Source: an optimization exercise on an open RTL-to-GDS flow (aim: small area and a short achievable clock period). Production flows keep margins and buffers that such runs may drop.
The RTL was checked by simulation tests, not by an equivalence proof against the original design.
Power and IR drop assume default switching activity.

// mainModule
module mainModule(
		input clk, input reset,
		output [31:0] imem_addr, input [31:0] imem_data,
		output wb_alu_we, output [2:0] wb_alu_rd, output [31:0] wb_alu_data,
		output wb_mem_we, output [2:0] wb_mem_rd, output [7:0] wb_mem_data,
		output [3:0] flags
	);
Size in the first run: ~3200 cells after synthesis, about 610 flip-flops, roughly 120 I/O pins.
export LEC_CHECK = 0
export ABC_AREA = 1
export CAP_MARGIN = 20
export CORE_MARGIN = 2
export CORE_UTILIZATION = 60
export CTS_CLUSTER_DIAMETER = 80
export CTS_CLUSTER_SIZE = 20
export PLACE_DENSITY = 0.7
export SLEW_MARGIN = 20
create_clock -name core_clock -period 10.0 [get_ports {clk}]
standard.sh (not shown) runs the stock make flow with config.mk's settings and CLKGATE_MAP_FILE= SYNTH_SCRIPT=/design/flow/synth_recipe.tcl, a recipe that flattens the netlist after the stock synthesis.
==> flow/flow/run.sh <==
#!/bin/bash
# Standard ORFS layout (the standard.sh, standard synthesis unchanged) with a
# tighter timing-repair target, smaller port buffers and a denser floorplan.
# Each tool's full output stays in orfs/logs; make's own output goes to standard.log.
set -o pipefail
bash standard.sh \
  SETUP_SLACK_MARGIN=6.5 \
  "BUFFER_PORTS_ARGS=-buffer_cell sky130_fd_sc_hd__buf_2" \
  finish > standard.log 2>&1
The starting point completed without violations.
==> next run, changes <==
--- a/flow/design.v
+++ b/flow/design.v
@@ -11,15 +11,14 @@
 	reg [2:0] e_rm, e_rn, e_rd, e_mrn, e_mrd;
 	reg [4:0] e_off;                                 
 	reg e_aop, e_asrc;
 	reg e_awe, e_fwe, e_ld, e_st, e_br;
 	reg [7:0] rm_sr, rn_sr;                          
 	reg [7:0] rm_sh, rn_sh;                          
 	reg rm_old, rm_oldh, rm_p3, rm_wm, rm_wa, rm_imm;
-	reg rm_ineg;                                     
 	reg rn_old, rn_oldh, rn_p3, rn_wm, rn_wa;
 	reg pstall;                                      
 	reg m_awe, m_ld, m_st;
 	reg [2:0] m_ard, m_mrd;
 	reg [31:0] m_alu;
 	reg [7:0] m_sd;
 	reg [2:0] m_addr;
@@ -92,15 +91,14 @@
 	wire n_rn_wa = m_awe & (m_ard == n_rn) & (n_rn != 3'd0);
 	wire n_rm_rf = ~n_asrc & ~n_rm_p3 & ~n_rm_wm & ~n_rm_wa;
 	wire n_rn_rf = ~n_rn_p3 & ~n_rn_wm & ~n_rn_wa;
 	wire [7:0] n_rm_dec = 8'd1 << n_rm;
 	wire [7:0] n_rn_dec = 8'd1 << n_rn;
 	always @(posedge clk) begin
 		rm_imm <= n_asrc;
-		rm_ineg <= n_asrc & n_rm[2];
 		rm_p3 <= ~n_asrc & n_rm_p3;
 		rm_wm <= ~n_asrc & ~n_rm_p3 & n_rm_wm;
 		rm_wa <= ~n_asrc & ~n_rm_p3 & ~n_rm_wm & n_rm_wa;
 		rm_sr <= n_rm_dec & {8{n_rm_rf}} & {7'h7f, ~stall};
 		rm_sh <= n_rm_dec & {8{n_rm_rf}} & {7'h7f, ~stall} & ~hz_sel;
 		rm_old <= n_rm_dec[0] & n_rm_rf & stall;
 		rm_oldh <= n_rm_dec[0] & n_rm_rf & stall & ~hz[0];
@@ -122,17 +120,17 @@
 			assign rf_eff[32*ri +: 32] = {hz[ri] ? 24'd0 : rhi[24*ri +: 24], rlo[8*ri +: 8]};
 		end
 	endgenerate
 	reg [31:0] rm_or, rn_or;
 	integer k;
 	always @(*) begin
 		rm_or[7:0]  = ({8{rm_old}} & r0old[7:0]) | ({8{rm_p3}} & m_alu[7:0]) |
-			({8{rm_wm}} & w_mem) | ({8{rm_wa}} & w_alu[7:0]) | {{5{rm_ineg}}, {3{rm_imm}} & e_rm};
+			({8{rm_wm}} & w_mem) | ({8{rm_wa}} & w_alu[7:0]) | {{5{rm_imm & e_rm[2]}}, {3{rm_imm}} & e_rm};
 		rm_or[31:8] = ({24{rm_oldh}} & r0old[31:8]) | ({24{rm_p3}} & m_alu[31:8]) |
-			({24{rm_wa}} & w_alu[31:8]) | {24{rm_ineg}};
+			({24{rm_wa}} & w_alu[31:8]) | {24{rm_imm & e_rm[2]}};
 		rn_or[7:0]  = ({8{rn_old}} & r0old[7:0]) | ({8{rn_p3}} & m_alu[7:0]) |
 			({8{rn_wm}} & w_mem) | ({8{rn_wa}} & w_alu[7:0]);
 		rn_or[31:8] = ({24{rn_oldh}} & r0old[31:8]) | ({24{rn_p3}} & m_alu[31:8]) |
 			({24{rn_wa}} & w_alu[31:8]);
 		for (k = 0; k < 8; k = k + 1) begin
 			rm_or[7:0]  = rm_or[7:0]  | ({8{rm_sr[k]}}  & rlo[8*k +: 8]);
 			rm_or[31:8] = rm_or[31:8] | ({24{rm_sh[k]}} & rhi[24*k +: 24]);
@@ -159,21 +157,15 @@
 	reg [191:0] pg, pq;                                         
 	integer l, i, j;
 	always @(*) begin
 		pg[31:0] = {gg[31:1], gg[0] | (pp[0] & sub)};
 		pq[31:0] = pp;
 		for (l = 0; l < 5; l = l + 1) begin
 			for (i = 0; i < 32; i = i + 1) begin
-				if (i == 1) begin
-					pg[32*(l+1)+i] = gg[1] | (pp[1] & gg[0]) | (pp[1] & pp[0] & sub);
-					pq[32*(l+1)+i] = pq[32*l+i] & pq[32*l+0];
-				end else if (i == (1 << l)) begin
-					pg[32*(l+1)+i] = gg[i] | (pp[i] & gg[i-1]) | (pp[i] & pp[i-1] & pg[32*l+i-2]);
-					pq[32*(l+1)+i] = pq[32*l+i] & pq[32*l+i-1];
-				end else if ((i >> l) & 1) begin
+				if ((i >> l) & 1) begin
 					j = ((i >> l) << l) - 1;
 					pg[32*(l+1)+i] = pg[32*l+i] | (pq[32*l+i] & pg[32*l+j]);
 					pq[32*(l+1)+i] = pq[32*l+i] & pq[32*l+j];
 				end else begin
 					pg[32*(l+1)+i] = pg[32*l+i];
 					pq[32*(l+1)+i] = pq[32*l+i];
 				end
Outcome: Combinational power goes down by about 2%. Sequential share of layout area stays flat. Worst setup slack got worse by 49 ps. Power falls by 1.5%. Die area falls by 1.3%. Cell area is about the same. Routed wire length goes down by 0.37%. Utilization rises by 0.24 points. Maximum frequency went down by 1.4%.

-- port drivers added, routing unchanged --
Ports are ideal in the flow. The routed layouts listed here were re-timed in OpenROAD. Step 1 (the two cells are an assumption about what drives the block):
set clk [get_ports {clk}]
set_driving_cell -lib_cell sky130_fd_sc_hd__clkbuf_16 $clk
set_driving_cell -lib_cell sky130_fd_sc_hd__buf_2 [delete_from_list [all_inputs] $clk]
Step 2 moves the port delays by t, midway between the first and last clock arrival at a register: inputs arrive t later, outputs are due t later. That takes back most of the time a late clock gives input paths. Slacks: ideal / step 1 / step 2; pairs: ideal / step 1.
run	t, ns	slack for setup (ns)	slew at the worst register clock pin (ns)	worst data-port slew with drivers (ns)
the first run	0.649	6.513 / 6.513 / 5.906	0.09 / 0.09	0.07
the second run	0.647	6.464 / 6.464 / 5.987	0.09 / 0.09	0.09
After both steps every run listed still meets setup and hold. For the first run, which loses most, drivers alone change the setup slack by 0.000 ns; drivers and shift together by -0.607 ns.
